This is an optimization exercise on Yosys and OpenROAD, whose aim is small area, a short achievable clock period and few clock cycles per item, not a production implementation. Only simulation tests tie the RTL to the original design; equivalence was not proved. Power figures rest on the tool's default switching activity, not on a simulated workload.

## design/flow/constraint.sdc

```tcl
create_clock -name core_clock -period 15.0 [get_ports {i_clk}]
set_input_delay 3.0000 -clock core_clock [delete_from_list [all_inputs] [get_ports {i_clk}]]
set_output_delay 3.0000 -clock core_clock [all_outputs]
set_load 0.01 [all_outputs]
```

## design/flow/standard.sh

```bash
#!/bin/bash
# synth_recipe.tcl (not shown) runs the flow's synth.tcl, then flattens the netlist and writes it again
# the make line also repeats each setting of config.mk as NAME=value (left out here)
make -C /OpenROAD-flow-scripts/flow DESIGN_CONFIG=/design/flow/config.mk WORK_HOME=/design/flow/orfs CLKGATE_MAP_FILE= SYNTH_SCRIPT=/design/flow/synth_recipe.tcl "${@:-finish}"
```

## design/flow/design.v

```verilog
module bubbleSort #(
    parameter SIZE_DATA = 16,
    parameter NUM_VALS  = 8
)(
    input  logic                         i_clk,
    input  logic                         i_rst_n,
    input  logic                         i_start,
    input  logic [NUM_VALS-1:0][SIZE_DATA-1:0]    i_data,
    output logic [NUM_VALS-1:0][SIZE_DATA-1:0]    o_data,
    output logic                         o_done
);
    function automatic logic gt(input logic [SIZE_DATA-1:0] a, input logic [SIZE_DATA-1:0] b);
        logic c;
        c = 1'b0;
        for (int i = 0; i < SIZE_DATA; i++)
            c = (a[i] & ~b[i]) | (a[i] & c) | (~b[i] & c);
        gt = c;
    endfunction
    logic [2:0] valid;
    always_ff @(posedge i_clk or negedge i_rst_n) begin
        if (!i_rst_n)
            valid <= '0;
        else
            valid <= {valid[1:0], i_start};
    end
    assign o_done = valid[2];
    logic s1_02;
    assign s1_02 = gt(i_data[0], i_data[2]);
    logic s1_13;
    assign s1_13 = gt(i_data[1], i_data[3]);
    logic s1_46;
    assign s1_46 = gt(i_data[4], i_data[6]);
    logic s1_57;
    assign s1_57 = gt(i_data[5], i_data[7]);
    logic [SIZE_DATA-1:0] r0_0;
    logic [SIZE_DATA-1:0] r0_1;
    logic [SIZE_DATA-1:0] r0_2;
    logic [SIZE_DATA-1:0] r0_3;
    logic [SIZE_DATA-1:0] r0_4;
    logic [SIZE_DATA-1:0] r0_5;
    logic [SIZE_DATA-1:0] r0_6;
    logic [SIZE_DATA-1:0] r0_7;
    logic [3:0] r0_sel;
    always_ff @(posedge i_clk) begin
        r0_0 <= i_data[0];
        r0_1 <= i_data[1];
        r0_2 <= i_data[2];
        r0_3 <= i_data[3];
        r0_4 <= i_data[4];
        r0_5 <= i_data[5];
        r0_6 <= i_data[6];
        r0_7 <= i_data[7];
        r0_sel <= {s1_57, s1_46, s1_13, s1_02};
    end
    logic [SIZE_DATA-1:0] k1_0;
    logic [SIZE_DATA-1:0] k1_2;
    assign k1_0 = r0_sel[0] ? r0_2 : r0_0;
    assign k1_2 = r0_sel[0] ? r0_0 : r0_2;
    logic [SIZE_DATA-1:0] k1_1;
    logic [SIZE_DATA-1:0] k1_3;
    assign k1_1 = r0_sel[1] ? r0_3 : r0_1;
    assign k1_3 = r0_sel[1] ? r0_1 : r0_3;
    logic [SIZE_DATA-1:0] k1_4;
    logic [SIZE_DATA-1:0] k1_6;
    assign k1_4 = r0_sel[2] ? r0_6 : r0_4;
    assign k1_6 = r0_sel[2] ? r0_4 : r0_6;
    logic [SIZE_DATA-1:0] k1_5;
    logic [SIZE_DATA-1:0] k1_7;
    assign k1_5 = r0_sel[3] ? r0_7 : r0_5;
    assign k1_7 = r0_sel[3] ? r0_5 : r0_7;
    logic s2_04;
    assign s2_04 = gt(k1_0, k1_4);
    logic s2_15;
    assign s2_15 = gt(k1_1, k1_5);
    logic s2_26;
    assign s2_26 = gt(k1_2, k1_6);
    logic s2_37;
    assign s2_37 = gt(k1_3, k1_7);
    logic [SIZE_DATA-1:0] k2_0;
    logic [SIZE_DATA-1:0] k2_4;
    assign k2_0 = s2_04 ? k1_4 : k1_0;
    assign k2_4 = s2_04 ? k1_0 : k1_4;
    logic [SIZE_DATA-1:0] k2_1;
    logic [SIZE_DATA-1:0] k2_5;
    assign k2_1 = s2_15 ? k1_5 : k1_1;
    assign k2_5 = s2_15 ? k1_1 : k1_5;
    logic [SIZE_DATA-1:0] k2_2;
    logic [SIZE_DATA-1:0] k2_6;
    assign k2_2 = s2_26 ? k1_6 : k1_2;
    assign k2_6 = s2_26 ? k1_2 : k1_6;
    logic [SIZE_DATA-1:0] k2_3;
    logic [SIZE_DATA-1:0] k2_7;
    assign k2_3 = s2_37 ? k1_7 : k1_3;
    assign k2_7 = s2_37 ? k1_3 : k1_7;
    logic s3_01;
    assign s3_01 = gt(k2_0, k2_1);
    logic s3_23;
    assign s3_23 = gt(k2_2, k2_3);
    logic s3_45;
    assign s3_45 = gt(k2_4, k2_5);
    logic s3_67;
    assign s3_67 = gt(k2_6, k2_7);
    logic [SIZE_DATA-1:0] k3_0;
    logic [SIZE_DATA-1:0] k3_1;
    assign k3_0 = s3_01 ? k2_1 : k2_0;
    assign k3_1 = s3_01 ? k2_0 : k2_1;
    logic [SIZE_DATA-1:0] k3_2;
    logic [SIZE_DATA-1:0] k3_3;
    assign k3_2 = s3_23 ? k2_3 : k2_2;
    assign k3_3 = s3_23 ? k2_2 : k2_3;
    logic [SIZE_DATA-1:0] k3_4;
    logic [SIZE_DATA-1:0] k3_5;
    assign k3_4 = s3_45 ? k2_5 : k2_4;
    assign k3_5 = s3_45 ? k2_4 : k2_5;
    logic [SIZE_DATA-1:0] k3_6;
    logic [SIZE_DATA-1:0] k3_7;
    assign k3_6 = s3_67 ? k2_7 : k2_6;
    assign k3_7 = s3_67 ? k2_6 : k2_7;
    logic [SIZE_DATA-1:0] r1_0;
    logic [SIZE_DATA-1:0] r1_1;
    logic [SIZE_DATA-1:0] r1_2;
    logic [SIZE_DATA-1:0] r1_3;
    logic [SIZE_DATA-1:0] r1_4;
    logic [SIZE_DATA-1:0] r1_5;
    logic [SIZE_DATA-1:0] r1_6;
    logic [SIZE_DATA-1:0] r1_7;
    always_ff @(posedge i_clk) begin
        r1_0 <= k3_0;
        r1_1 <= k3_1;
        r1_2 <= k3_2;
        r1_3 <= k3_3;
        r1_4 <= k3_4;
        r1_5 <= k3_5;
        r1_6 <= k3_6;
        r1_7 <= k3_7;
    end
    logic s4_24;
    assign s4_24 = gt(r1_2, r1_4);
    logic s4_35;
    assign s4_35 = gt(r1_3, r1_5);
    logic [SIZE_DATA-1:0] k4_2;
    logic [SIZE_DATA-1:0] k4_4;
    assign k4_2 = s4_24 ? r1_4 : r1_2;
    assign k4_4 = s4_24 ? r1_2 : r1_4;
    logic [SIZE_DATA-1:0] k4_3;
    logic [SIZE_DATA-1:0] k4_5;
    assign k4_3 = s4_35 ? r1_5 : r1_3;
    assign k4_5 = s4_35 ? r1_3 : r1_5;
    logic s5_14;
    assign s5_14 = gt(r1_1, k4_4);
    logic s5_36;
    assign s5_36 = gt(k4_3, r1_6);
    logic [SIZE_DATA-1:0] k5_1;
    logic [SIZE_DATA-1:0] k5_4;
    assign k5_1 = s5_14 ? k4_4 : r1_1;
    assign k5_4 = s5_14 ? r1_1 : k4_4;
    logic [SIZE_DATA-1:0] k5_3;
    logic [SIZE_DATA-1:0] k5_6;
    assign k5_3 = s5_36 ? r1_6 : k4_3;
    assign k5_6 = s5_36 ? k4_3 : r1_6;
    logic s6_12;
    assign s6_12 = gt(k5_1, k4_2);
    logic s6_34;
    assign s6_34 = gt(k5_3, k5_4);
    logic s6_56;
    assign s6_56 = gt(k4_5, k5_6);
    logic [SIZE_DATA-1:0] r2_0;
    logic [SIZE_DATA-1:0] r2_1;
    logic [SIZE_DATA-1:0] r2_2;
    logic [SIZE_DATA-1:0] r2_3;
    logic [SIZE_DATA-1:0] r2_4;
    logic [SIZE_DATA-1:0] r2_5;
    logic [SIZE_DATA-1:0] r2_6;
    logic [SIZE_DATA-1:0] r2_7;
    logic [2:0] r2_sel;
    always_ff @(posedge i_clk) begin
        r2_0 <= r1_0;
        r2_1 <= k5_1;
        r2_2 <= k4_2;
        r2_3 <= k5_3;
        r2_4 <= k5_4;
        r2_5 <= k4_5;
        r2_6 <= k5_6;
        r2_7 <= r1_7;
        r2_sel <= {s6_56, s6_34, s6_12};
    end
    logic [SIZE_DATA-1:0] k6_1;
    logic [SIZE_DATA-1:0] k6_2;
    assign k6_1 = r2_sel[0] ? r2_2 : r2_1;
    assign k6_2 = r2_sel[0] ? r2_1 : r2_2;
    logic [SIZE_DATA-1:0] k6_3;
    logic [SIZE_DATA-1:0] k6_4;
    assign k6_3 = r2_sel[1] ? r2_4 : r2_3;
    assign k6_4 = r2_sel[1] ? r2_3 : r2_4;
    logic [SIZE_DATA-1:0] k6_5;
    logic [SIZE_DATA-1:0] k6_6;
    assign k6_5 = r2_sel[2] ? r2_6 : r2_5;
    assign k6_6 = r2_sel[2] ? r2_5 : r2_6;
    assign o_data[0] = r2_0;
    assign o_data[1] = k6_1;
    assign o_data[2] = k6_2;
    assign o_data[3] = k6_3;
    assign o_data[4] = k6_4;
    assign o_data[5] = k6_5;
    assign o_data[6] = k6_6;
    assign o_data[7] = r2_7;
endmodule
```

## design/flow/flow/run.sh

```bash
#!/bin/bash
# Standard ORFS layout, with repair_timing aiming at a larger setup margin.
set -euo pipefail
sed -e 's/SETUP_SLACK_MARGIN=[^ ]*/SETUP_SLACK_MARGIN=10/' standard.sh > standard_margin.sh
bash standard_margin.sh > standard_margin.log 2>&1
```

## design/flow/config.mk

```make
export PLATFORM = sky130hd
export DESIGN_NAME = bubbleSort
export DESIGN_NICKNAME = bubbleSort
export VERILOG_FILES = /design/flow/design.v
export SDC_FILE = /design/flow/constraint.sdc
export NUM_CORES = 8
export LEC_CHECK = 0
export ABC_AREA = 1
export CAP_MARGIN = 50
export CORE_MARGIN = 2
export CORE_UTILIZATION = 40
export SETUP_SLACK_MARGIN = 1.0
export SLEW_MARGIN = 50
```

==> metrics.csv, run 1 <==
stage,metric,value,unit
setup_path,type of the setup path with the least slack,register to output port,
placement,port bufs,259,
cells_and_area,final design utilization,52.8,%
sta,final count of hold timing violations,0,
pwr,Leak,0.0146,uW
routing,initial DRC count,2002,
sta,transition at the pin with the smallest max-transition slack,794,ps
clock_network,CTS tree,built,
logic_synthesis,number of warning messages in the yosys log,1,
die,Die ar.,54300,sq um
sta,final setup violation count,0,
sta,max-slew violation total from the final report,0,
clock_network,CTS HTree Levels,2,
setup_path,Critical Path Source Type,register,
global_routing,number of antenna violations at the first check in global routing,0,
pwr,"IR drop worst, VDD",112,uV
setup_path,highest net fanout along the worst path,14,
logic_synthesis,proportion of synthesized flip-flops having asynchronous set or reset,0.761,%
setup_path,"slowest stage cell, crit path",sky130_fd_sc_hd__clkdlybuf4s50_1,
die,number of rows created at floorplan,83,
sta,Fin Clk Skew,29.9,ps
logic_synthesis,"top cells by area, synth","sky130_fd_sc_hd__dfxtp_1 37%, sky130_fd_sc_hd__nand2_1 21%, sky130_fd_sc_hd__inv_1 14%",
setup_path,type of element capturing the critical path,output port,
sta,shortest period the worst path allows,4970,ps
die,chip height,233,microns
setup_path,CP Data Arrival Time,1970,ps
die,initial core utilization,40.6,%
logic_synthesis,Avg Synthesized Cell Area,6.11,sq um
logic_synthesis,cell count after synthesis,3432,
setup_path,Worst EP required,12000,ps
sta,setup repair after global routing missed its margin,yes,
logic_synthesis,"flops & latches, synth",394,
pwr,Power per Cell Area,249,nW/um^2
logic_synthesis,total nets after synthesis,3563,
global_routing,vias in the first global route,18300,
global_routing,sum of overflow across all layers after global routing,0,
placement,DPL Wire Length,53.7,mm
sta,Slew headroom,46.8,%
logic_synthesis,most common cell in the synthesized netlist,sky130_fd_sc_hd__nand2_1,
clock_network,clock buffer depth,3,
routing,final routed wirelength across all metal layers,71.2,mm
cells_and_area,final-stage net count,3836,
clock_network,clock network latency to the later pin of the worst-skew pair,590,ps
setup_path,series of cell instances along the critical path,"buf_12, o21ai_0, clkdlybuf4s50_1",
logic_synthesis,leading post-synthesis cells by instance count,"1196 x sky130_fd_sc_hd__nand2_1, 760 x sky130_fd_sc_hd__inv_1, 391 x sky130_fd_sc_hd__dfxtp_1",
clock_network,number of clock sinks,394,
routing,First-pass DRT Iterations,6,
die,core area,51600,sq um
routing,Post-route DRC,0,
logic_synthesis,Cell variety after synth,31,
cells_and_area,number of inserted diodes,0,
logic_synthesis,top flip-flop cell by instance count after synthesis,sky130_fd_sc_hd__dfxtp_1,
logic_synthesis,leading area contributor after synthesis,sky130_fd_sc_hd__dfxtp_1,
sta,upper clock frequency limit,201,MHz
status,run status,"complete, no violations",
logic_synthesis,Netlist Area Pre-Place,21000,sq um
clock_network,clock-pin slew on the worst setup and hold paths,60,ps
global_routing,pin count of the biggest net entering global routing,62,
die,horizontal die dimension,233,microns
cells_and_area,area delta synth->final,29.9,%
sta,part of the cycle the worst path needs,33.1,%
logic_synthesis,number of synthesized flops with an enable pin,0,
logic_synthesis,sequential element share of the synthesized area,37.7,%
routing,number of nets still failing antenna checks after routing,0,
cells_and_area,layout cell share with drive strength beyond 1,9.18,%
routing,detailed-route via count,21300,
global_routing,GR Util All Layers,24.7,%
placement,routability congestion estimate from global placement,0.957,
routing,wire length per cell after detailed routing,16.1,microns
hold_path,worst hold path type,register to register,
die,I/O pin count,260,
sta,setup tns final,0,ps
run,max-cap violations,0,
routing,drt via density,4.83,
global_routing,wire length of the first global-routing pass,103,mm
clock_network,clock tree root driver cell,sky130_fd_sc_hd__clkbuf_16,
setup_path,Slowest Stage Delay on Critical Path,600,ps
logic_synthesis,share of the synthesized area in the top cell type,37.3,%
clock_network,Inserted Clock Buffers,41,
-- cell usage in the layout, fill, tap and decap left out, drive strengths merged, types with 6 or more instances in the layout --
cell type         n
buf              72
clkbuf           63
o21ai           410
nand3           176
clkdlybuf4s50   243
inv             786
dlymetal6s2s     15
o21a              6
or2               9
nor2             77
dfxtp           391
nand2          1235
o22ai           114
clkinv           11
o211ai           49
a21oi            61
-- worst paths after layout --
check / end / slack, ps / from / depth (start not counted)
setup / recovery: o_data[21] / 10030 / r2_sel[0]$_DFF_P_ / 3
max in group asynchronous: valid[1]$_DFF_PN0_ / 12260 / i_rst_n / 1
setup reg to reg: r1_1[4]$_DFF_P_ / 10180 / r0_sel[3]$_DFF_P_ / 42
hold reg to reg: r2_0[14]$_DFF_P_ / 320 / r1_0[14]$_DFF_P_ / 0
min in group asynchronous: valid[0]$_DFF_PN0_ / 2610 / i_rst_n / 1
hold / removal: r2_0[14]$_DFF_P_ / 320 / r1_0[14]$_DFF_P_ / 0
-- metal layers --
| metal | global-route usage [%] | up-vias | part of all wire (%) |
|---|---|---|---|
| met1 | 32.4 | 9430 | 44 |
| li1 | - | 11100 | - |
| met5 | 0 | - | 0 |
| met4 | 11.6 | 0 | 4.7 |
| met3 | 4.01 | 127 | 6.6 |
| met2 | 39.6 | 706 | 45 |
-- kinds of logic (layout without fill, tap and decap cells) --
family	after synthesis	after routing	share of synthesized area [%]
compound gates	647	647	17.0
flops	394	394	37.7
simple gates	1474	1500	27.7
buf+inv	917	1197	17.6
-- final cells by class --
class / count / area, sq um
fill: 5136 / 24400
multi-input combinational: 2147 / 10600
sequential: 394 / 7940
timing repair buffer: 335 / 3510
inverter: 786 / 2960
clock buffer: 59 / 1210
tap: 680 / 851
clock inverter: 17 / 231
-- power by group --
group	switching (uW)	internal (uW)	total (uW)
Combinational	2490	1520	4010
Sequential	249	1450	1700
Clock	425	648	1070
Total	3170	3620	6790
-- worst max-delay path: cells and delay by family, from the launching register on --
kind                   cells  cell delay [ps]
buffers and inverters      2              750
flip-flops                 1              370
AO/OA/AOI/OAI              1              260
-- repair_timing --
item,4_1_cts,5_1_grt
pin swaps,1,68
gates resized for setup,49,214
buffers inserted,16,52
setup endpoints to repair,217,167
cloned,1,29
hold buffers,0,0
-- metrics by stage --
stage	hold slack, ps	area, sq um	power [uW]	std cells	worst slack, ps
final	320	27200	6790	4418	10030
after global routing	330	27200	7370	4418	9900
after CTS	319	25600	6390	4337	9980
after detailed placement	312	23800	5220	4244	8930
after global placement	312	23700	5190	4244	8040
after floorplan	310	21000	3990	3432	10450
Testbench counts, summed over its fixed seeds: cycles 2,072, sets 2,048.
==> inputs of run 2 (changes only) <==
==> design/flow/run.sh (new file) <==
#!/bin/bash
# synth_recipe.tcl (not shown) runs the flow's synth.tcl, then flattens the netlist and writes it again
# the make line also repeats each setting of config.mk as NAME=value (left out here)
make -C /OpenROAD-flow-scripts/flow DESIGN_CONFIG=/design/flow/config.mk WORK_HOME=/design/flow/orfs CLKGATE_MAP_FILE= SYNTH_SCRIPT=/design/flow/synth_recipe.tcl finish
--- a/design/flow/config.mk
+++ b/design/flow/config.mk
@@ -7,7 +7,7 @@
 export LEC_CHECK = 0
 export ABC_AREA = 1
-export CAP_MARGIN = 50
+export CAP_MARGIN = 20
 export CORE_MARGIN = 2
 export CORE_UTILIZATION = 40
 export SETUP_SLACK_MARGIN = 1.0
-export SLEW_MARGIN = 50
+export SLEW_MARGIN = 20
removed: design/flow/flow/run.sh
removed: design/flow/standard.sh
==> run 2 against run 1 <==
Effect of this change:
- die area stayed put
- hold slack better by 3.4 ps
- clock skew is 8.0 ps lower
- total power is 8.1% lower
- final cell count is 2.2% lower
- area after synthesis stayed put
- global-route usage is 0.65 points lower
- flip-flop and latch count stayed put
- clock power hardly changed
- final area is 7.9% lower
- critical endpoint is now r1_2[4]$_DFF_P_
- highest routed layer unchanged
==> metrics.csv, run 2 <==
stage,metric,value,unit,change
logic_synthesis,number of warning messages in the yosys log,1,,unchanged
logic_synthesis,sequential element share of the synthesized area,37.7,%,unchanged
logic_synthesis,proportion of synthesized flip-flops having asynchronous set or reset,0.761,%,unchanged
setup_path,type of element capturing the critical path,register,,
sta,final count of hold timing violations,0,,unchanged
die,core area,51600,sq um,unchanged
cells_and_area,number of inserted diodes,0,,unchanged
status,run status,"complete, no violations",,
die,initial core utilization,40.6,%,unchanged
cells_and_area,finished layout cell area,25100,sq um,-7.9%
hold_path,worst hold path type,register to register,,
sta,setup tns final,0,ps,unchanged
logic_synthesis,top flip-flop cell by instance count after synthesis,sky130_fd_sc_hd__dfxtp_1,,
clock_network,number of clock sinks,394,,unchanged
setup_path,flop2flop setup slack,7820,ps,-2360 ps
clock_network,clock buffer depth,3,,unchanged
logic_synthesis,Netlist Area Pre-Place,21000,sq um,unchanged
routing,detailed-route via count,20100,,-5.8%
sta,Fin Clk Skew,21.9,ps,-8.04 ps
pwr,Leak,0.0136,uW,-6.8%
cells_and_area,number of standard cells in the final layout excluding fillers,4321,,-2.2%
logic_synthesis,leading post-synthesis cells by instance count,"1196 x sky130_fd_sc_hd__nand2_1, 760 x sky130_fd_sc_hd__inv_1, 391 x sky130_fd_sc_hd__dfxtp_1",,
global_routing,vias in the first global route,17900,,-1.9%
sta,final setup violation count,0,,unchanged
setup_path,destination of the critical timing path,r1_2[4]$_DFF_P_,,
setup_path,CP Data Arrival Time,7640,ps,+5670 ps
placement,placed cell count,4244,,unchanged
global_routing,number of antenna violations at the first check in global routing,0,,unchanged
cells_and_area,area delta synth->final,19.7,%,
logic_synthesis,number of synthesized flops with an enable pin,0,,unchanged
pwr,"IR drop worst, VDD",80.2,uV,-28%
setup_path,"slowest stage cell, crit path",sky130_fd_sc_hd__dfxtp_2,,
logic_synthesis,share of the synthesized area in the top cell type,37.3,%,unchanged
setup_path,Slowest Stage Delay on Critical Path,1000,ps,+400 ps
die,chip height,233,microns,unchanged
setup_path,Register-to-Register Path Depth,57,,+36%
placement,DPL Wire Length,53.6,mm,about the same
routing,First-pass DRT Iterations,6,,unchanged
cells_and_area,most frequent cells in the layout,"1196 x sky130_fd_sc_hd__nand2_1, 760 x sky130_fd_sc_hd__inv_1, 384 x sky130_fd_sc_hd__dfxtp_1",,
die,Die ar.,54300,sq um,unchanged
run,max-cap violations,0,,unchanged
clock_network,count of hold-fix buffers inserted at cts,0,,unchanged
sta,Worst Hold Slack,324,ps,+3.40 ps
global_routing,wire length of the first global-routing pass,99.9,mm,-2.5%
cells_and_area,layout cell share with drive strength beyond 1,3.49,%,-5.7 points
cells_and_area,final-stage net count,3739,,-2.5%
sta,transition at the pin with the smallest max-transition slack,1130,ps,+331 ps
cells_and_area,"leading cell type in the layout, fill and taps excluded",sky130_fd_sc_hd__nand2_1,,
placement,routability congestion estimate from global placement,0.957,,unchanged
die,number of rows created at floorplan,83,,unchanged
clock_network,clock network latency to the later pin of the worst-skew pair,580,ps,about the same
routing,number of nets still failing antenna checks after routing,0,,unchanged
routing,initial DRC count,1819,,-9.1%
clock_network,CTS HTree Levels,2,,unchanged
pwr,Power per Cell Area,249,nW/um^2,-0.22%
logic_synthesis,Cell variety after synth,31,,unchanged
routing,Post-route DRC,0,,unchanged
logic_synthesis,leading area contributor after synthesis,sky130_fd_sc_hd__dfxtp_1,,
sta,setup repair after global routing missed its margin,no,,
setup_path,source of the worst register-to-register timing path,r0_sel[1]$_DFF_P_,,
routing,final routed wirelength across all metal layers,65.1,mm,-8.7%
die,I/O pin count,260,,unchanged
die,horizontal die dimension,233,microns,unchanged
sta,part of the cycle the worst path needs,47.9,%,+15 points
clock_network,post-CTS repair timing setup buffer count,0,,-16
logic_synthesis,Avg Synthesized Cell Area,6.11,sq um,unchanged
clock_network,Inserted Clock Buffers,42,,+2.4%
sta,max-slew violation total from the final report,0,,unchanged
placement,Placed Area,23700,sq um,-0.23%
routing,wire length per cell after detailed routing,15.1,microns,-6.6%
logic_synthesis,cell count after synthesis,3432,,unchanged
setup_path,worst r2r dst,r1_2[4]$_DFF_P_,,
setup_path,type of the setup path with the least slack,register to register,,
routing,drt via density,4.65,,-3.7%
global_routing,GR Util All Layers,24.0,%,-0.65 points
sta,upper clock frequency limit,139,MHz,-31%
sta,shortest period the worst path allows,7180,ps,+2220 ps
logic_synthesis,"top cells by area, synth","sky130_fd_sc_hd__dfxtp_1 37%, sky130_fd_sc_hd__nand2_1 21%, sky130_fd_sc_hd__inv_1 14%",,
logic_synthesis,"flops & latches, synth",394,,unchanged
clock_network,CTS tree,built,,
clock_network,clock tree root driver cell,sky130_fd_sc_hd__clkbuf_16,,
pwr,total design power,6240,uW,-8.1%
placement,port bufs,259,,unchanged
setup_path,Critical Path Source Type,register,,
setup_path,start point of the critical path,r0_sel[1]$_DFF_P_,,
global_routing,pin count of the biggest net entering global routing,65,,+4.8%
logic_synthesis,most common cell in the synthesized netlist,sky130_fd_sc_hd__nand2_1,,
setup_path,most frequent cell on the critical path,sky130_fd_sc_hd__nand2_1,,
sta,Slew headroom,24.2,%,-23 points
setup_path,Worst EP required,15450,ps,+3450 ps
setup_path,highest net fanout along the worst path,64,,+50
clock_network,clock-pin slew on the worst setup and hold paths,60,ps,about the same
logic_synthesis,total nets after synthesis,3563,,unchanged
global_routing,sum of overflow across all layers after global routing,0,,unchanged
clock_network,number of cells upsized or downsized after cts,0,,-100%
-- run 2: cell counts after synthesis --
No cell type changed its count.
-- run 2: cell families (layout without fill, tap and decap cells) --
kind of cell	Yosys count	in the layout	share of synthesized area [%]
AND/OR/NAND/NOR	1474	1474	27.7
flip-flops	394	394	37.7
AO/OA/AOI/OAI	647	647	17.0
buffers and inverters	917	1126	17.6
-- run 2: final cells by class --
type	count	area, sq um
fillers	5359	26500
flip-flops and latches	394	7910
well taps	680	851
multi-input cells	2121	9380
inverters	786	2950
repair buffers	263	2620
clock inverters	22	256
clock buffers	55	1130
-- run 2: per-layer routing --
layer	up-vias	track usage, %	routed length [microns]	share of wire, %
met5	-	0	0	0
met4	0	10.7	2910	4.5
met3	96	3.80	3510	5.4
met2	504	38.5	28600	44
met1	8667	31.8	30000	46
li1	10800	-	-	-
-- run 2: metrics by stage --
stage | util, % | setup WS (ps)
finish | 48.6 | 7820
global route | 48.6 | 6770
CTS | 48.6 | 7950
detailed placement | 46.0 | 7990
global placement | 46.0 | 8040
floorplan | - | 10450
-- run 2: worst max-delay path: cells and delay by family (launching register included) --
family          cells  cell delay, ps
compound gates      2             760
simple gates       53            5090
buf+inv             2             150
flops               1            1000
-- run 2: how the worst min path moves through the flow --
stage,start,end,slack [ps],cells after the start
6_report,r1_0[1]$_DFF_P_,r2_0[1]$_DFF_P_,320,0
5_1_grt,r1_0[11]$_DFF_P_,r2_0[11]$_DFF_P_,330,0
4_1_cts,r1_7[2]$_DFF_P_,r2_7[2]$_DFF_P_,320,0
3_5_place_dp,r1_7[2]$_DFF_P_,r2_7[2]$_DFF_P_,310,0
3_3_place_gp,r1_7[3]$_DFF_P_,r2_7[3]$_DFF_P_,310,0
2_1_floorplan,r1_0[0]$_DFF_P_,r2_0[0]$_DFF_P_,310,0
-- run 2: report_power, final --
part           internal [uW]  total, uW  leakage [uW]  switching (uW)
clock                    621       1050      0.000674             426
combinational           1270       3440       0.00964            2170
sequential              1450       1750       0.00333             301
total                   3350       6240        0.0136            2900
==> inputs of run 3 (changes only) <==
--- a/design/flow/config.mk
+++ b/design/flow/config.mk
@@ -7,7 +7,7 @@
 export LEC_CHECK = 0
 export ABC_AREA = 1
-export CAP_MARGIN = 20
+export CAP_MARGIN = 80
 export CORE_MARGIN = 2
 export CORE_UTILIZATION = 40
 export SETUP_SLACK_MARGIN = 1.0
-export SLEW_MARGIN = 20
+export SLEW_MARGIN = 80
==> run 3 against run 2 <==
Effect of this change:
- core utilization grew 5.6 points
- register-to-register slack gained 1500 ps
- combinational power increased by 17%
- critical path depth grew 4
- global-route usage rose by 0.52 points
- first-iteration DRC count decreased by 15%
- sequential share of layout area shrank 3.2 points
- critical path type unchanged
- largest cell class unchanged
==> metrics.csv, run 3 <==
stage,metric,value,unit,change
status,run status,"complete, no violations",,
routing,detailed-route via count,20600,,+2.6%
pwr,design internal power,3720,uW,+11%
setup_path,type of the setup path with the least slack,register to register,,
sta,transition at the pin with the smallest max-transition slack,306,ps,-820 ps
routing,initial DRC count,1546,,-15%
logic_synthesis,sequential element share of the synthesized area,37.7,%,unchanged
logic_synthesis,Cell variety after synth,31,,unchanged
routing,wire length per cell after detailed routing,15.2,microns,+0.90%
placement,routability congestion estimate from global placement,0.957,,unchanged
routing,Post-route DRC,0,,unchanged
setup_path,worst r2r dst,r1_3[2]$_DFF_P_,,
die,initial core utilization,40.6,%,unchanged
logic_synthesis,proportion of synthesized flip-flops having asynchronous set or reset,0.761,%,unchanged
clock_network,CTS HTree Levels,2,,unchanged
pwr,Gate power share,58.5,%,+3.3 points
sta,part of the cycle the worst path needs,38.2,%,-9.7 points
clock_network,number of cells upsized or downsized after cts,0,,unchanged
clock_network,clock-pin slew on the worst setup and hold paths,60,ps,about the same
cells_and_area,most frequent cells in the layout,"1159 x sky130_fd_sc_hd__nand2_1, 760 x sky130_fd_sc_hd__inv_1, 384 x sky130_fd_sc_hd__dfxtp_1",,
sta,upper clock frequency limit,175,MHz,+25%
cells_and_area,"leading cell type in the layout, fill and taps excluded",sky130_fd_sc_hd__nand2_1,,
pwr,Seq pwr share,25.0,%,-3.1 points
setup_path,most frequent cell on the critical path,sky130_fd_sc_hd__nand2_1,,
routing,final routed wirelength across all metal layers,66.4,mm,+2.0%
setup_path,Critical Path Source Type,register,,
sta,Slew headroom,79.5,%,+55 points
global_routing,sum of overflow across all layers after global routing,0,,unchanged
hold_path,depth of the worst hold-timing path,0,,unchanged
clock_network,post-CTS repair timing setup buffer count,0,,unchanged
die,Die ar.,54300,sq um,unchanged
clock_network,Inserted Clock Buffers,41,,-2.4%
logic_synthesis,share of the synthesized area in the top cell type,37.3,%,unchanged
hold_path,worst hold path type,register to register,,
global_routing,number of antenna violations at the first check in global routing,0,,unchanged
setup_path,type of element capturing the critical path,register,,
global_routing,wire length of the first global-routing pass,103,mm,+3.3%
logic_synthesis,"top cells by area, synth","sky130_fd_sc_hd__dfxtp_1 37%, sky130_fd_sc_hd__nand2_1 21%, sky130_fd_sc_hd__inv_1 14%",,
sta,max-slew violation total from the final report,0,,unchanged
global_routing,GR Util All Layers,24.6,%,+0.52 points
sta,setup repair after global routing missed its margin,no,,
setup_path,highest net fanout along the worst path,17,,-73%
routing,drt via density,4.71,,+1.4%
cells_and_area,area delta synth->final,33.6,%,
logic_synthesis,leading area contributor after synthesis,sky130_fd_sc_hd__dfxtp_1,,
cells_and_area,layout cell share with drive strength beyond 1,12.7,%,+9.2 points
clock_network,number of clock sinks,394,,unchanged
cells_and_area,number of standard cells in the final layout excluding fillers,4370,,+1.1%
global_routing,vias in the first global route,18700,,+4.3%
logic_synthesis,cell count after synthesis,3432,,unchanged
placement,Placed Area,26400,sq um,+11%
sta,final setup violation count,0,,unchanged
placement,DPL Wire Length,55.8,mm,+4.1%
routing,number of nets still failing antenna checks after routing,0,,unchanged
placement,port bufs,259,,unchanged
pwr,Leak,0.0147,uW,+7.4%
sta,"crit path setup slack, layout",9280,ps,+1460 ps
setup_path,source of the worst register-to-register timing path,r0_sel[2]$_DFF_P_,,
pwr,Power per Cell Area,246,nW/um^2,-1.2%
cells_and_area,final-stage net count,3788,,+1.3%
hold_path,hold path endpoint,r2_0[14]$_DFF_P_,,
placement,placed cell count,4292,,+1.1%
logic_synthesis,Netlist Area Pre-Place,21000,sq um,unchanged
setup_path,Slowest Stage Delay on Critical Path,440,ps,-560 ps
logic_synthesis,total nets after synthesis,3563,,unchanged
sta,shortest period the worst path allows,5720,ps,-1460 ps
setup_path,"slowest stage cell, crit path",sky130_fd_sc_hd__dfxtp_4,,
cells_and_area,finished layout cell area,28000,sq um,+12%
sta,Fin Clk Skew,16.8,ps,-5.11 ps
logic_synthesis,number of synthesized flops with an enable pin,0,,unchanged
setup_path,CP Data Arrival Time,6180,ps,-1460 ps
clock_network,clock tree root driver cell,sky130_fd_sc_hd__clkbuf_16,,
cells_and_area,number of inserted diodes,0,,unchanged
logic_synthesis,number of warning messages in the yosys log,1,,unchanged
logic_synthesis,Avg Synthesized Cell Area,6.11,sq um,unchanged
pwr,Clk pwr share,16.5,%,-0.3 points
clock_network,CTS tree,built,,
placement,pre-CTS worst setup slack,9400,ps,+1400 ps
logic_synthesis,most common cell in the synthesized netlist,sky130_fd_sc_hd__nand2_1,,
clock_network,clock buffer depth,3,,unchanged
pwr,switching power as a share of total power,46.0,%,-0.43 points
die,number of rows created at floorplan,83,,unchanged
setup_path,flop2flop setup slack,9280,ps,+1460 ps
die,core area,51600,sq um,unchanged
cells_and_area,Fill cells,5016,,-6.4%
logic_synthesis,"flops & latches, synth",394,,unchanged
setup_path,Worst EP required,15450,ps,about the same
global_routing,pin count of the biggest net entering global routing,58,,-11%
hold_path,hold wc startpoint,r1_0[14]$_DFF_P_,,
clock_network,clock network latency to the later pin of the worst-skew pair,580,ps,about the same
die,chip height,233,microns,unchanged
routing,First-pass DRT Iterations,5,,-1
logic_synthesis,leading post-synthesis cells by instance count,"1196 x sky130_fd_sc_hd__nand2_1, 760 x sky130_fd_sc_hd__inv_1, 391 x sky130_fd_sc_hd__dfxtp_1",,
setup_path,Register-to-Register Path Depth,61,,+7.0%
sta,final count of hold timing violations,0,,unchanged
pwr,power dissipated by switching net loads,3160,uW,+9.3%
die,horizontal die dimension,233,microns,unchanged
logic_synthesis,top flip-flop cell by instance count after synthesis,sky130_fd_sc_hd__dfxtp_1,,
clock_network,count of hold-fix buffers inserted at cts,0,,unchanged
die,I/O pin count,260,,unchanged
sta,setup tns final,0,ps,unchanged
pwr,"IR drop worst, VDD",109,uV,+36%
run,max-cap violations,0,,unchanged
run 3: cell types whose count changed in the layout (fill, tap and decap cells not counted), moves of 8 or more:
cell and change:
sky130_fd_sc_hd__o21ai_2 +143, sky130_fd_sc_hd__nor2_1 -12, sky130_fd_sc_hd__buf_6 +24, sky130_fd_sc_hd__clkbuf_1 -8, sky130_fd_sc_hd__buf_2 +8, sky130_fd_sc_hd__o21ai_4 +87, sky130_fd_sc_hd__nand2_8 +12, sky130_fd_sc_hd__o21ai_0 -204
sky130_fd_sc_hd__clkbuf_8 +8, sky130_fd_sc_hd__buf_16 +11, sky130_fd_sc_hd__o21ai_1 -26, sky130_fd_sc_hd__nand2_4 +18, sky130_fd_sc_hd__nand2_1 -37
run 3: worst max-delay path by stage:
stage | from | endpoint | slack [ps] | cells past startpoint
floorplan | i_data[33] | r0_sel[0]$_DFF_P_ | 10450 | 17
global placement | r0_sel[1]$_DFF_P_ | r1_2[0]$_DFF_P_ | 8040 | 57
detailed placement | r0_sel[2]$_DFF_P_ | r1_3[3]$_DFF_P_ | 9400 | 61
CTS | r0_sel[2]$_DFF_P_ | r1_3[3]$_DFF_P_ | 9350 | 61
global route | r0_sel[2]$_DFF_P_ | r1_3[1]$_DFF_P_ | 8560 | 61
finish | r0_sel[2]$_DFF_P_ | r1_3[2]$_DFF_P_ | 9280 | 61
run 3: kinds of logic (layout without fill, tap and decap cells):
kind of cell,count (synthesis),count (layout),share of synthesized area (%)
AO/OA/AOI/OAI,647,647,17.0
buffers and inverters,917,1175,17.6
flip-flops,394,394,37.7
AND/OR/NAND/NOR,1474,1474,27.7
run 3: area by class of cell:
type	instances	area (sq um)	share of cell area (%)
Clock buffer	56	1240	4.41
Timing Repair Buffer	313	3380	12.1
Clock inverter	20	304	1.09
Tap cell	680	851	3.04
Sequential cell	394	7930	28.3
Multi-Input combinational cell	2121	11400	40.6
Inverter	786	2950	10.5
run 3: per-layer routing:
layer | share of wire (%) | GRT usage [%] | up-vias
met3 | 5.2 | 3.39 | 93
met5 | 0 | 0 | -
met1 | 46 | 32.2 | 9044
met4 | 3.5 | 8.52 | 0
met2 | 46 | 41.2 | 510
li1 | - | - | 11000
run 3: critical path: cells and delay by family, from the launching register on:
| family | cells | cell delay, ps |
|---|---|---|
| compound gates | 3 | 450 |
| buf+inv | 11 | 1740 |
| flops | 1 | 440 |
| simple gates | 47 | 2930 |
run 3: stage by stage:
stage                     total power (uW)  hold WS [ps]  utilization, %
after floorplan                       3990           310               -
after global placement                5190           312            46.0
final                                 6880           318            54.3
after global routing                  7490           327            54.3
after detailed placement              5740           313            51.1
after CTS                             6890           326            54.1
run 3: power groups by stage:
stage	logic, uW	clock network (uW)	registers [uW]
after floorplan	2370	0	1620
after global placement	3410	0	1770
after detailed placement	3990	0	1750
after CTS	4000	1160	1720
after global routing	4520	1200	1770
final	4030	1140	1720
==> inputs of run 4 (changes only) <==
--- a/design/flow/config.mk
+++ b/design/flow/config.mk
@@ -7,7 +7,7 @@
 export LEC_CHECK = 0
 export ABC_AREA = 1
-export CAP_MARGIN = 80
+export CAP_MARGIN = 50
 export CORE_MARGIN = 2
 export CORE_UTILIZATION = 40
 export SETUP_SLACK_MARGIN = 1.0
-export SLEW_MARGIN = 80
+export SLEW_MARGIN = 50
==> run 4 against run 3 <==
Effect of this change:
- critical path type unchanged
- final area is 10% lower
- wire length is 2.0% lower
- via count is 2.4% lower
- clock power is 6% lower
- sequential power hardly changed
- total power is 9.0% lower
- synthesized cell count stayed put
==> metrics.csv, run 4 <==
stage,metric,value,unit,change
setup_path,Register-to-Register Path Depth,49,,-20%
sta,setup repair after global routing missed its margin,no,,
setup_path,source of the worst register-to-register timing path,r0_sel[3]$_DFF_P_,,
setup_path,Worst EP required,15430,ps,-20 ps
placement,pre-CTS worst setup slack,8930,ps,-467 ps
global_routing,pin count of the biggest net entering global routing,65,,+12%
logic_synthesis,total nets after synthesis,3563,,unchanged
cells_and_area,final-stage net count,3738,,-1.3%
routing,number of nets still failing antenna checks after routing,0,,unchanged
logic_synthesis,Avg Synthesized Cell Area,6.11,sq um,unchanged
routing,detailed-route via count,20100,,-2.4%
global_routing,sum of overflow across all layers after global routing,0,,unchanged
clock_network,Inserted Clock Buffers,41,,unchanged
hold_path,worst hold path type,register to register,,
clock_network,clock buffer depth,3,,unchanged
sta,max-slew violation total from the final report,0,,unchanged
logic_synthesis,sequential element share of the synthesized area,37.7,%,unchanged
placement,DPL Wire Length,53.7,mm,-3.8%
setup_path,CP Data Arrival Time,6610,ps,+430 ps
cells_and_area,most frequent cells in the layout,"1191 x sky130_fd_sc_hd__nand2_1, 760 x sky130_fd_sc_hd__inv_1, 384 x sky130_fd_sc_hd__dfxtp_1",,
die,number of rows created at floorplan,83,,unchanged
logic_synthesis,leading post-synthesis cells by instance count,"1196 x sky130_fd_sc_hd__nand2_1, 760 x sky130_fd_sc_hd__inv_1, 391 x sky130_fd_sc_hd__dfxtp_1",,
sta,shortest period the worst path allows,6180,ps,+461 ps
placement,routability congestion estimate from global placement,0.957,,unchanged
sta,upper clock frequency limit,162,MHz,-7.5%
setup_path,Slowest Stage Delay on Critical Path,680,ps,+240 ps
clock_network,CTS tree,built,,
cells_and_area,area delta synth->final,20.2,%,
setup_path,"slowest stage cell, crit path",sky130_fd_sc_hd__dfxtp_4,,
hold_path,depth of the worst hold-timing path,0,,unchanged
setup_path,highest net fanout along the worst path,64,,+47
setup_path,most frequent cell on the critical path,sky130_fd_sc_hd__nand2_1,,
hold_path,hold wc startpoint,r1_0[14]$_DFF_P_,,
sta,final count of hold timing violations,0,,unchanged
logic_synthesis,top flip-flop cell by instance count after synthesis,sky130_fd_sc_hd__dfxtp_1,,
cells_and_area,number of inserted diodes,0,,unchanged
logic_synthesis,most common cell in the synthesized netlist,sky130_fd_sc_hd__nand2_1,,
sta,Fin Clk Skew,36.3,ps,+19.6 ps
routing,First-pass DRT Iterations,5,,unchanged
logic_synthesis,Cell variety after synth,31,,unchanged
setup_path,Critical Path Source Type,register,,
die,core area,51600,sq um,unchanged
cells_and_area,layout cell share with drive strength beyond 1,3.65,%,-9.1 points
routing,wire length per cell after detailed routing,15.1,microns,-0.82%
logic_synthesis,proportion of synthesized flip-flops having asynchronous set or reset,0.761,%,unchanged
pwr,Power per Cell Area,248,nW/um^2,+1.1%
routing,initial DRC count,1722,,+11%
die,horizontal die dimension,233,microns,unchanged
global_routing,vias in the first global route,17900,,-4.3%
global_routing,number of antenna violations at the first check in global routing,0,,unchanged
setup_path,type of the setup path with the least slack,register to register,,
routing,Post-route DRC,0,,unchanged
global_routing,GR Util All Layers,24.1,%,-0.48 points
cells_and_area,"leading cell type in the layout, fill and taps excluded",sky130_fd_sc_hd__nand2_1,,
logic_synthesis,leading area contributor after synthesis,sky130_fd_sc_hd__dfxtp_1,,
cells_and_area,Fill cells,5310,,+5.9%
logic_synthesis,cell count after synthesis,3432,,unchanged
sta,transition at the pin with the smallest max-transition slack,740,ps,+434 ps
die,I/O pin count,260,,unchanged
clock_network,clock-pin slew on the worst setup and hold paths,60,ps,about the same
sta,part of the cycle the worst path needs,41.2,%,+3.1 points
clock_network,post-CTS repair timing setup buffer count,0,,unchanged
sta,final setup violation count,0,,unchanged
logic_synthesis,Netlist Area Pre-Place,21000,sq um,unchanged
clock_network,CTS HTree Levels,2,,unchanged
global_routing,wire length of the first global-routing pass,100,mm,-3.1%
logic_synthesis,number of synthesized flops with an enable pin,0,,unchanged
die,chip height,233,microns,unchanged
sta,"crit path setup slack, layout",8820,ps,-461 ps
routing,final routed wirelength across all metal layers,65.1,mm,-2.0%
clock_network,number of clock sinks,394,,unchanged
clock_network,clock network latency to the later pin of the worst-skew pair,590,ps,about the same
clock_network,count of hold-fix buffers inserted at cts,0,,unchanged
status,run status,"complete, no violations",,
clock_network,number of cells upsized or downsized after cts,0,,unchanged
setup_path,start point of the critical path,r0_sel[3]$_DFF_P_,,
logic_synthesis,"top cells by area, synth","sky130_fd_sc_hd__dfxtp_1 37%, sky130_fd_sc_hd__nand2_1 21%, sky130_fd_sc_hd__inv_1 14%",,
die,initial core utilization,40.6,%,unchanged
pwr,"IR drop worst, VDD",107,uV,-1.9%
logic_synthesis,"flops & latches, synth",394,,unchanged
sta,Slew headroom,50.2,%,-29 points
logic_synthesis,share of the synthesized area in the top cell type,37.3,%,unchanged
logic_synthesis,number of warning messages in the yosys log,1,,unchanged
die,Die ar.,54300,sq um,unchanged
sta,setup tns final,0,ps,unchanged
routing,drt via density,4.65,,-1.3%
run,max-cap violations,0,,unchanged
pwr,Leak,0.0137,uW,-6.5%
clock_network,clock tree root driver cell,sky130_fd_sc_hd__clkbuf_16,,
placement,port bufs,259,,unchanged
setup_path,type of element capturing the critical path,register,,
[run 4: path summary, 6_finish.rpt]
| kind | end | slack (ps) |
|---|---|---|
| setup / recovery | r1_1[14]$_DFF_P_ | 8820 |
| hold / removal | r2_0[14]$_DFF_P_ | 310 |
| setup reg to reg | r1_1[14]$_DFF_P_ | 8820 |
| hold reg to reg | r2_0[14]$_DFF_P_ | 310 |
| max in group asynchronous | valid[1]$_DFF_PN0_ | 12250 |
| min in group asynchronous | valid[0]$_DFF_PN0_ | 2610 |
[run 4: where the power goes]
group          total [uW]  switching (uW)  internal [uW]
Combinational        3440            2170           1270
Sequential           1750             301           1450
Clock                1070             421            649
Total                6260            2890           3370
[run 4: cells by family after synthesis]
logic type,Yosys count,share of synthesized area [%]
AO/OA/AOI/OAI,647,17.0
flip-flops,394,37.7
AND/OR/NAND/NOR,1474,27.7
buffers and inverters,917,17.6
[run 4: layout make-up]
class                      count  area (sq um)  area share [%]
multi-input combinational   2121          9420            37.4
sequential                   394          7930            31.4
inverter                     786          2950            11.7
timing repair buffer         263          2620            10.4
clock buffer                  59          1210            4.78
tap                          680           851            3.37
clock inverter                17           231           0.918
[run 4: per-stage QoR]
stage                     total power [uW]  hold WS, ps  util (%)  cells  cell area (sq um)
after floorplan                       3990          310         -   3432              21000
after global placement                5190          312      46.0   4244              23700
after global routing                  6870          330      48.8   4320              25200
after detailed placement              5220          312      46.1   4244              23800
after CTS                             6300          319      48.8   4320              25200
final                                 6260          314      48.8   4320              25200
[run 4: metal layers]
metal / GRT usage [%] / wire length [microns] / part of all wire, %
met5: 0 / 0 / 0
met4: 11.1 / 3120 / 4.8
met3: 3.91 / 3920 / 6.0
met2: 38.5 / 28400 / 44
met1: 31.7 / 29600 / 46
[run 4: critical path, delay by kind of cell (launching register included)]
| kind | cells | cell delay [ps] |
|---|---|---|
| DFF | 1 | 680 |
| AOI/OAI and AO/OA | 4 | 780 |
| buffers and inverters | 2 | 560 |
| and+or+nand+nor | 43 | 3950 |
==> inputs of run 5 (changes only) <==
==> design/flow/flow/run.sh (new file) <==
#!/bin/bash
# Standard ORFS layout, with repair_timing aiming at a larger setup margin.
set -euo pipefail
sed -e 's/SETUP_SLACK_MARGIN=[^ ]*/SETUP_SLACK_MARGIN=8/' standard.sh > standard_margin.sh
bash standard_margin.sh > standard_margin.log 2>&1
==> design/flow/standard.sh (new file) <==
#!/bin/bash
# synth_recipe.tcl (not shown) runs the flow's synth.tcl, then flattens the netlist and writes it again
# the make line also repeats each setting of config.mk as NAME=value (left out here)
make -C /OpenROAD-flow-scripts/flow DESIGN_CONFIG=/design/flow/config.mk WORK_HOME=/design/flow/orfs CLKGATE_MAP_FILE= SYNTH_SCRIPT=/design/flow/synth_recipe.tcl "${@:-finish}"
removed: design/flow/run.sh
==> run 5 against run 4 <==
Effect of this change:
- still clean
- worst setup slack did not move
- register-to-register slack barely moved
- fmax did not move
- clock skew did not move
- clock power barely moved
- flip-flop and latch count did not move
- global-route usage did not move
- area after synthesis did not move
- wire length did not move
- critical path type unchanged
- critical endpoint unchanged
- largest power group unchanged
==> metrics.csv, run 5 <==
stage,metric,value,unit,change
die,I/O pin count,260,,unchanged
setup_path,Register-to-Register Path Depth,49,,unchanged
cells_and_area,Fill cells,5310,,unchanged
setup_path,start point of the critical path,r0_sel[3]$_DFF_P_,,
clock_network,CTS tree,built,,
logic_synthesis,combinational family with the most area after synthesis,simple AND/OR/NAND/NOR gates,,
pwr,"IR drop worst, VDD",107,uV,unchanged
sta,part of the cycle the worst path needs,41.2,%,unchanged
logic_synthesis,total nets after synthesis,3563,,unchanged
clock_network,CTS HTree Levels,2,,unchanged
setup_path,type of the setup path with the least slack,register to register,,
logic_synthesis,"top cells by area, synth","sky130_fd_sc_hd__dfxtp_1 37%, sky130_fd_sc_hd__nand2_1 21%, sky130_fd_sc_hd__inv_1 14%",,
sta,transition at the pin with the smallest max-transition slack,740,ps,unchanged
cells_and_area,most frequent cells in the layout,"1191 x sky130_fd_sc_hd__nand2_1, 760 x sky130_fd_sc_hd__inv_1, 384 x sky130_fd_sc_hd__dfxtp_1",,
hold_path,worst hold path type,register to register,,
clock_network,clock tree root driver cell,sky130_fd_sc_hd__clkbuf_16,,
routing,initial DRC count,1722,,unchanged
sta,max-slew violation total from the final report,0,,unchanged
logic_synthesis,mux cell area share after synthesis,0,%,unchanged
die,initial core utilization,40.6,%,unchanged
clock_network,clock network latency to the later pin of the worst-skew pair,590,ps,about the same
placement,routability congestion estimate from global placement,0.957,,unchanged
logic_synthesis,top flip-flop cell by instance count after synthesis,sky130_fd_sc_hd__dfxtp_1,,
die,horizontal die dimension,233,microns,unchanged
sta,setup tns final,0,ps,unchanged
routing,First-pass DRT Iterations,5,,unchanged
die,core area,51600,sq um,unchanged
routing,Post-route DRC,0,,unchanged
clock_network,post-CTS repair timing setup buffer count,0,,unchanged
routing,wire length per cell after detailed routing,15.1,microns,unchanged
setup_path,destination of the critical timing path,r1_1[14]$_DFF_P_,,
setup_path,Worst EP required,15430,ps,about the same
global_routing,GR Util All Layers,24.1,%,unchanged
sta,Fin Clk Skew,36.3,ps,unchanged
setup_path,highest net fanout along the worst path,64,,unchanged
global_routing,sum of overflow across all layers after global routing,0,,unchanged
logic_synthesis,leading area contributor after synthesis,sky130_fd_sc_hd__dfxtp_1,,
cells_and_area,number of inserted diodes,0,,unchanged
clock_network,Inserted Clock Buffers,41,,unchanged
setup_path,type of element capturing the critical path,register,,
setup_path,Slowest Stage Delay on Critical Path,680,ps,about the same
logic_synthesis,number of warning messages in the yosys log,1,,unchanged
logic_synthesis,Cell variety after synth,31,,unchanged
clock_network,clock buffer depth,3,,unchanged
clock_network,count of hold-fix buffers inserted at cts,0,,unchanged
routing,final routed wirelength across all metal layers,65.1,mm,unchanged
die,chip height,233,microns,unchanged
logic_synthesis,sequential element share of the synthesized area,37.7,%,unchanged
routing,number of nets still failing antenna checks after routing,0,,unchanged
cells_and_area,area delta synth->final,20.2,%,unchanged
cells_and_area,area of the multi-input gates,9420,sq um,unchanged
clock_network,number of cells upsized or downsized after cts,0,,unchanged
sta,final setup violation count,0,,unchanged
cells_and_area,"leading cell type in the layout, fill and taps excluded",sky130_fd_sc_hd__nand2_1,,
setup_path,worst r2r dst,r1_1[14]$_DFF_P_,,
logic_synthesis,"flops & latches, synth",394,,unchanged
sta,upper clock frequency limit,162,MHz,unchanged
cells_and_area,layout cell share with drive strength beyond 1,3.65,%,unchanged
pwr,Leak,0.0137,uW,unchanged
logic_synthesis,most common cell in the synthesized netlist,sky130_fd_sc_hd__nand2_1,,
logic_synthesis,Avg Synthesized Cell Area,6.11,sq um,unchanged
setup_path,"slowest stage cell, crit path",sky130_fd_sc_hd__dfxtp_4,,
status,run status,"complete, no violations",,
placement,port bufs,259,,unchanged
routing,drt via density,4.65,,unchanged
logic_synthesis,Simple-Gate Fraction of Synth Area,27.7,%,unchanged
placement,DPL Wire Length,53.7,mm,unchanged
logic_synthesis,xor/xnor cell area share of the yosys netlist,0,%,unchanged
setup_path,CP Data Arrival Time,6610,ps,about the same
cells_and_area,number of standard cells in the final layout excluding fillers,4320,,unchanged
logic_synthesis,leading post-synthesis cells by instance count,"1196 x sky130_fd_sc_hd__nand2_1, 760 x sky130_fd_sc_hd__inv_1, 391 x sky130_fd_sc_hd__dfxtp_1",,
placement,placed cell count,4244,,unchanged
logic_synthesis,number of synthesized flops with an enable pin,0,,unchanged
pwr,Power per Cell Area,248,nW/um^2,unchanged
logic_synthesis,proportion of synthesized flip-flops having asynchronous set or reset,0.761,%,unchanged
setup_path,Critical Path Source Type,register,,
logic_synthesis,Netlist Area Pre-Place,21000,sq um,unchanged
clock_network,number of clock sinks,394,,unchanged
run,max-cap violations,0,,unchanged
global_routing,wire length of the first global-routing pass,100,mm,unchanged
sta,setup repair after global routing missed its margin,no,,
sta,final count of hold timing violations,0,,unchanged
global_routing,number of antenna violations at the first check in global routing,0,,unchanged
setup_path,flop2flop setup slack,8820,ps,about the same
logic_synthesis,share of the synthesized area in the top cell type,37.3,%,unchanged
clock_network,clock-pin slew on the worst setup and hold paths,60,ps,about the same
setup_path,source of the worst register-to-register timing path,r0_sel[3]$_DFF_P_,,
logic_synthesis,share of the synthesized area in compound gates (AO/OA/AOI/OAI),17.0,%,unchanged
global_routing,pin count of the biggest net entering global routing,65,,unchanged
die,Die ar.,54300,sq um,unchanged
global_routing,vias in the first global route,17900,,unchanged
cells_and_area,area taken by flip-flops and latches,7930,sq um,unchanged
die,number of rows created at floorplan,83,,unchanged
cells_and_area,final-stage net count,3738,,unchanged
sta,shortest period the worst path allows,6180,ps,unchanged
setup_path,most frequent cell on the critical path,sky130_fd_sc_hd__nand2_1,,
sta,Slew headroom,50.2,%,unchanged
logic_synthesis,post-synthesis adder-cell area fraction,0,%,unchanged
routing,detailed-route via count,20100,,unchanged
logic_synthesis,cell count after synthesis,3432,,unchanged
## run 5: cell counts after synthesis
Identical to the previous run, type by type.
## run 5: through the flow
stage / setup WS (ps) / power, uW / hold slack [ps] / instance area (sq um) / util [%]
after CTS: 8910 / 6300 / 319 / 25200 / 48.8
after global routing: 8230 / 6870 / 330 / 25200 / 48.8
final: 8820 / 6260 / 314 / 25200 / 48.8
after detailed placement: 8930 / 5220 / 312 / 23800 / 46.1
after global placement: 8040 / 5190 / 312 / 23700 / 46.0
after floorplan: 10450 / 3990 / 310 / 21000 / -
## run 5: final cells by class
class | count | area share (%)
Multi-Input combinational cell | 2121 | 37.4
Sequential cell | 394 | 31.4
Inverter | 786 | 11.7
Timing Repair Buffer | 263 | 10.4
Clock buffer | 59 | 4.78
Tap cell | 680 | 3.37
Clock inverter | 17 | 0.918
## run 5: worst min path at each step
stage | end | from | cells past startpoint | slack [ps]
after floorplan | r2_0[0]$_DFF_P_ | r1_0[0]$_DFF_P_ | 0 | 310
after global placement | r2_7[3]$_DFF_P_ | r1_7[3]$_DFF_P_ | 0 | 310
after detailed placement | r2_0[10]$_DFF_P_ | r1_0[10]$_DFF_P_ | 0 | 310
after CTS | r2_0[14]$_DFF_P_ | r1_0[14]$_DFF_P_ | 0 | 320
after global routing | r2_0[13]$_DFF_P_ | r1_0[13]$_DFF_P_ | 0 | 330
final | r2_0[14]$_DFF_P_ | r1_0[14]$_DFF_P_ | 0 | 310
## run 5: where the power goes
part	total (uW)	internal [uW]	switching [uW]	leakage (uW)
logic	3440	1270	2170	0.00966
registers	1750	1450	301	0.00333
clock network	1070	649	421	0.000707
total	6260	3370	2890	0.0137
## run 5: cells by family after synthesis
family	after synthesis
AO/OA/AOI/OAI	647
AND/OR/NAND/NOR	1474
buffers and inverters	917
flip-flops	394
## run 5: layer usage
metal / vias up / global-route usage, % / routed length, microns
met5: - / 0 / 0
li1: 10800 / - / -
met2: 518 / 38.5 / 28400
met1: 8659 / 31.7 / 29600
met4: 0 / 11.1 / 3120
met3: 107 / 3.91 / 3920
## run 5: critical path: cells and delay by family, from the launching register on
| family | cells | cell delay [ps] |
|---|---|---|
| AO/OA/AOI/OAI | 4 | 780 |
| AND/OR/NAND/NOR | 43 | 3950 |
| flip-flops | 1 | 680 |
| buffers and inverters | 2 | 560 |
==> inputs of run 6 (changes only) <==
==> design/flow/flow/run.sh (replaced) <==
#!/bin/bash
# Standard ORFS layout, with repair_timing aiming at a larger setup margin.
set -euo pipefail
sed -e 's/SETUP_SLACK_MARGIN=[^ ]*/SETUP_SLACK_MARGIN=10.5/' standard.sh > standard_margin.sh
bash standard_margin.sh > standard_margin.log 2>&1
==> run 6 against run 5 <==
Effect of this change:
- hold slack better by 5.1 ps
- clock skew fell by 19 ps
- final cell count increased by 4.6%
- synthesized cell count unchanged
- first-iteration DRC count rose by 5.9%
- still clean on timing, DRC and antenna
- flip-flop and latch count did not move
- fmax grew 31%
- via count is 10% higher
- sequential share of layout area decreased by 4.6 points
- non-clock buffer count up 163
- wire length up 17%
- clock power about the same
==> metrics.csv, run 6 <==
stage,metric,value,unit,change
run,max-cap violations,0,,unchanged
sta,Fin Clk Skew,17.0,ps,-19.3 ps
sta,final count of hold timing violations,0,,unchanged
sta,setup tns final,0,ps,unchanged
sta,final setup violation count,0,,unchanged
logic_synthesis,cell count after synthesis,3432,,unchanged
cells_and_area,final-stage net count,3939,,+5.4%
global_routing,number of antenna violations at the first check in global routing,0,,unchanged
logic_synthesis,leading area contributor after synthesis,sky130_fd_sc_hd__dfxtp_1,,
logic_synthesis,"top cells by area, synth","sky130_fd_sc_hd__dfxtp_1 37%, sky130_fd_sc_hd__nand2_1 21%, sky130_fd_sc_hd__inv_1 14%",,
routing,drt via density,4.91,,+5.6%
pwr,"IR drop worst, VDD",133,uV,+24%
placement,DPL Wire Length,53.5,mm,-0.24%
logic_synthesis,number of synthesized flops with an enable pin,0,,unchanged
routing,detailed-route via count,22200,,+10%
logic_synthesis,Avg Synthesized Cell Area,6.11,sq um,unchanged
die,core area,51600,sq um,unchanged
sta,Worst Hold Slack,319,ps,+5.08 ps
clock_network,clock network latency to the later pin of the worst-skew pair,580,ps,about the same
die,Die ar.,54300,sq um,unchanged
pwr,total design power,7410,uW,+18%
global_routing,wire length of the first global-routing pass,108,mm,+8.5%
die,I/O pin count,260,,unchanged
global_routing,GR Util All Layers,25.9,%,+1.8 points
setup_path,type of the setup path with the least slack,register to register,,
cells_and_area,final design utilization,57.4,%,+8.6 points
cells_and_area,finished layout cell area,29600,sq um,+18%
cells_and_area,area delta synth->final,41.3,%,
die,number of rows created at floorplan,83,,unchanged
die,initial core utilization,40.6,%,unchanged
routing,final routed wirelength across all metal layers,76.3,mm,+17%
setup_path,Critical Path Source Type,register,,
placement,port bufs,259,,unchanged
setup_path,family of cells with the greatest summed delay on the critical path,simple AND/OR/NAND/NOR gates,,
logic_synthesis,leading post-synthesis cells by instance count,"1196 x sky130_fd_sc_hd__nand2_1, 760 x sky130_fd_sc_hd__inv_1, 391 x sky130_fd_sc_hd__dfxtp_1",,
setup_path,number of cells on the critical path,41,,-16%
cells_and_area,Fill cells,4927,,-7.2%
routing,wire length per cell after detailed routing,16.9,microns,+12%
routing,First-pass DRT Iterations,6,,+1
clock_network,clock-pin slew on the worst setup and hold paths,60,ps,about the same
global_routing,sum of overflow across all layers after global routing,0,,unchanged
setup_path,CP Data Arrival Time,5180,ps,-1430 ps
placement,routability congestion estimate from global placement,0.975,,+1.8%
setup_path,most frequent cell on the critical path,sky130_fd_sc_hd__nand2_1,,
logic_synthesis,sequential element share of the synthesized area,37.7,%,unchanged
hold_path,worst hold path type,register to register,,
routing,initial DRC count,1824,,+5.9%
pwr,Power per Cell Area,250,nW/um^2,+0.67%
die,horizontal die dimension,233,microns,unchanged
pwr,Leak,0.0157,uW,+14%
logic_synthesis,number of warning messages in the yosys log,1,,unchanged
sta,max-slew violation total from the final report,0,,unchanged
sta,setup repair after global routing missed its margin,yes,,
setup_path,Slowest Stage Delay on Critical Path,570,ps,-110 ps
logic_synthesis,share of the synthesized area in the top cell type,37.3,%,unchanged
logic_synthesis,proportion of synthesized flip-flops having asynchronous set or reset,0.761,%,unchanged
setup_path,highest net fanout along the worst path,34,,-47%
sta,shortest period the worst path allows,4720,ps,-1460 ps
clock_network,Inserted Clock Buffers,42,,+2.4%
cells_and_area,"leading cell type in the layout, fill and taps excluded",sky130_fd_sc_hd__nand2_1,,
placement,Placed Area,23800,sq um,about the same
cells_and_area,number of inserted diodes,0,,unchanged
setup_path,type of element capturing the critical path,register,,
sta,upper clock frequency limit,212,MHz,+31%
routing,number of nets still failing antenna checks after routing,0,,unchanged
clock_network,CTS HTree Levels,2,,unchanged
cells_and_area,most frequent cells in the layout,"1023 x sky130_fd_sc_hd__nand2_1, 740 x sky130_fd_sc_hd__inv_1, 373 x sky130_fd_sc_hd__dfxtp_1",,
cells_and_area,layout cell share with drive strength beyond 1,22.9,%,+19 points
logic_synthesis,total nets after synthesis,3563,,unchanged
hold_path,depth of the worst hold-timing path,0,,unchanged
sta,Slew headroom,46.2,%,-3.9 points
setup_path,"slowest stage cell, crit path",sky130_fd_sc_hd__o21ai_1,,
logic_synthesis,most common cell in the synthesized netlist,sky130_fd_sc_hd__nand2_1,,
setup_path,Buffers & Inverters on Critical Path,6,,+4
clock_network,number of clock sinks,394,,unchanged
clock_network,clock tree root driver cell,sky130_fd_sc_hd__clkbuf_16,,
clock_network,count of hold-fix buffers inserted at cts,0,,unchanged
logic_synthesis,"flops & latches, synth",394,,unchanged
sta,transition at the pin with the smallest max-transition slack,798,ps,+58.4 ps
logic_synthesis,Netlist Area Pre-Place,21000,sq um,unchanged
status,run status,"complete, no violations",,
logic_synthesis,top flip-flop cell by instance count after synthesis,sky130_fd_sc_hd__dfxtp_1,,
logic_synthesis,Cell variety after synth,31,,unchanged
clock_network,clock buffer depth,3,,unchanged
clock_network,CTS tree,built,,
sta,part of the cycle the worst path needs,31.5,%,-9.7 points
global_routing,pin count of the biggest net entering global routing,45,,-31%
setup_path,Register-to-Register Path Depth,41,,-16%
routing,Post-route DRC,0,,unchanged
die,chip height,233,microns,unchanged
setup_path,Worst EP required,15460,ps,+30 ps
global_routing,vias in the first global route,19000,,+6.3%
[run 6: cell counts after synthesis]
Identical to the previous run, type by type.
[run 6: cells by family (layout without fill, tap and decap cells)]
logic type | after synthesis | count (layout) | share of synthesized area, %
simple gates | 1474 | 1511 | 27.7
buf+inv | 917 | 1287 | 17.6
compound gates | 647 | 647 | 17.0
flops | 394 | 394 | 37.7
[run 6: layout make-up]
cell class,instances,area (sq um),area share (%)
Clock inverter,14,148,0.498
Multi-Input combinational cell,2158,12300,41.4
Tap cell,680,851,2.87
Clock buffer,61,1290,4.34
Inverter,786,2970,10.0
Timing Repair Buffer,426,4170,14.1
Sequential cell,394,7950,26.8
[run 6: power by group]
| part | switching [uW] | internal [uW] |
|---|---|---|
| Clock | 427 | 634 |
| Sequential | 281 | 1460 |
| Combinational | 2850 | 1760 |
[run 6: final timing paths]
| path | endpoint | slack, ps | start |
|---|---|---|---|
| hold reg to reg | r2_7[13]$_DFF_P_ | 320 | r1_7[13]$_DFF_P_ |
| setup / recovery | r1_1[5]$_DFF_P_ | 10280 | r0_sel[3]$_DFF_P_ |
| min in group asynchronous | valid[2]$_DFF_PN0_ | 2610 | i_rst_n |
| setup reg to reg | r1_1[5]$_DFF_P_ | 10280 | r0_sel[3]$_DFF_P_ |
| hold / removal | r2_7[13]$_DFF_P_ | 320 | r1_7[13]$_DFF_P_ |
| max in group asynchronous | valid[0]$_DFF_PN0_ | 12250 | i_rst_n |
[run 6: worst register-to-register path, delay by kind of cell, from the launching register on]
family / cells / cell delay [ps]
simple gates: 32 / 2400
buf+inv: 6 / 890
compound gates: 3 / 930
flops: 1 / 390
[run 6: timing repair]
action                                 CTS  global route
setup endpoints to repair              224           178
pin swaps                               98           183
setup buffers                           68            75
endpoints found under the hold margin    0             0
gates resized for setup                724           546
gates cloned                            28            27
[run 6: metal layers]
layer  GRT usage [%]  part of all wire, %  wire [microns]
met5               0                    0               0
met4            10.4                  5.1            3870
met3            3.90                  6.1            4640
met2            42.5                   46           35100
met1            34.0                   43           32700
[run 6: through the flow]
| step | worst slack [ps] | std cells |
|---|---|---|
| after floorplan | 10450 | 3432 |
| after global placement | 8120 | 4246 |
| after detailed placement | 9000 | 4246 |
| after CTS | 10430 | 4417 |
| after global routing | 9980 | 4519 |
| final | 10280 | 4519 |

## afterwards: timing with drivers on the ports
In the flow no input, the clock included, has a driving cell. The finished layouts below were timed again as built, in two steps. Step 1: set_driving_cell puts a clkbuf_16 on i_clk and a buf_2 on each other input, an assumption about the parent block. Step 2, shift: input delay + t, output delay - t, t = (earliest + latest rising clock arrival at the registers) / 2. This alone moves slack from input paths to output paths. a / b / c = ideal ports / drivers / drivers and shift; a / b = the first two.
run	shift t [ns]	setup slack, ns	slew at the worst register clock pin (ns)	pins driven straight from the clock port
run 1	0.634	10.035 / 9.977 / 9.657	0.07 / 0.07	1
run 2	0.627	7.818 / 7.818 / 7.818	0.07 / 0.07	1
run 3	0.625	9.276 / 9.276 / 9.276	0.07 / 0.07	1
run 4	0.628	8.815 / 8.815 / 8.815	0.07 / 0.07	1
run 5	0.628	8.815 / 8.815 / 8.815	0.07 / 0.07	1
run 6	0.634	10.278 / 10.278 / 9.932	0.07 / 0.07	1
After both steps every run listed still meets setup and hold. For run 1, which loses most, drivers alone change the setup slack by -0.058 ns; drivers and shift together by -0.378 ns.
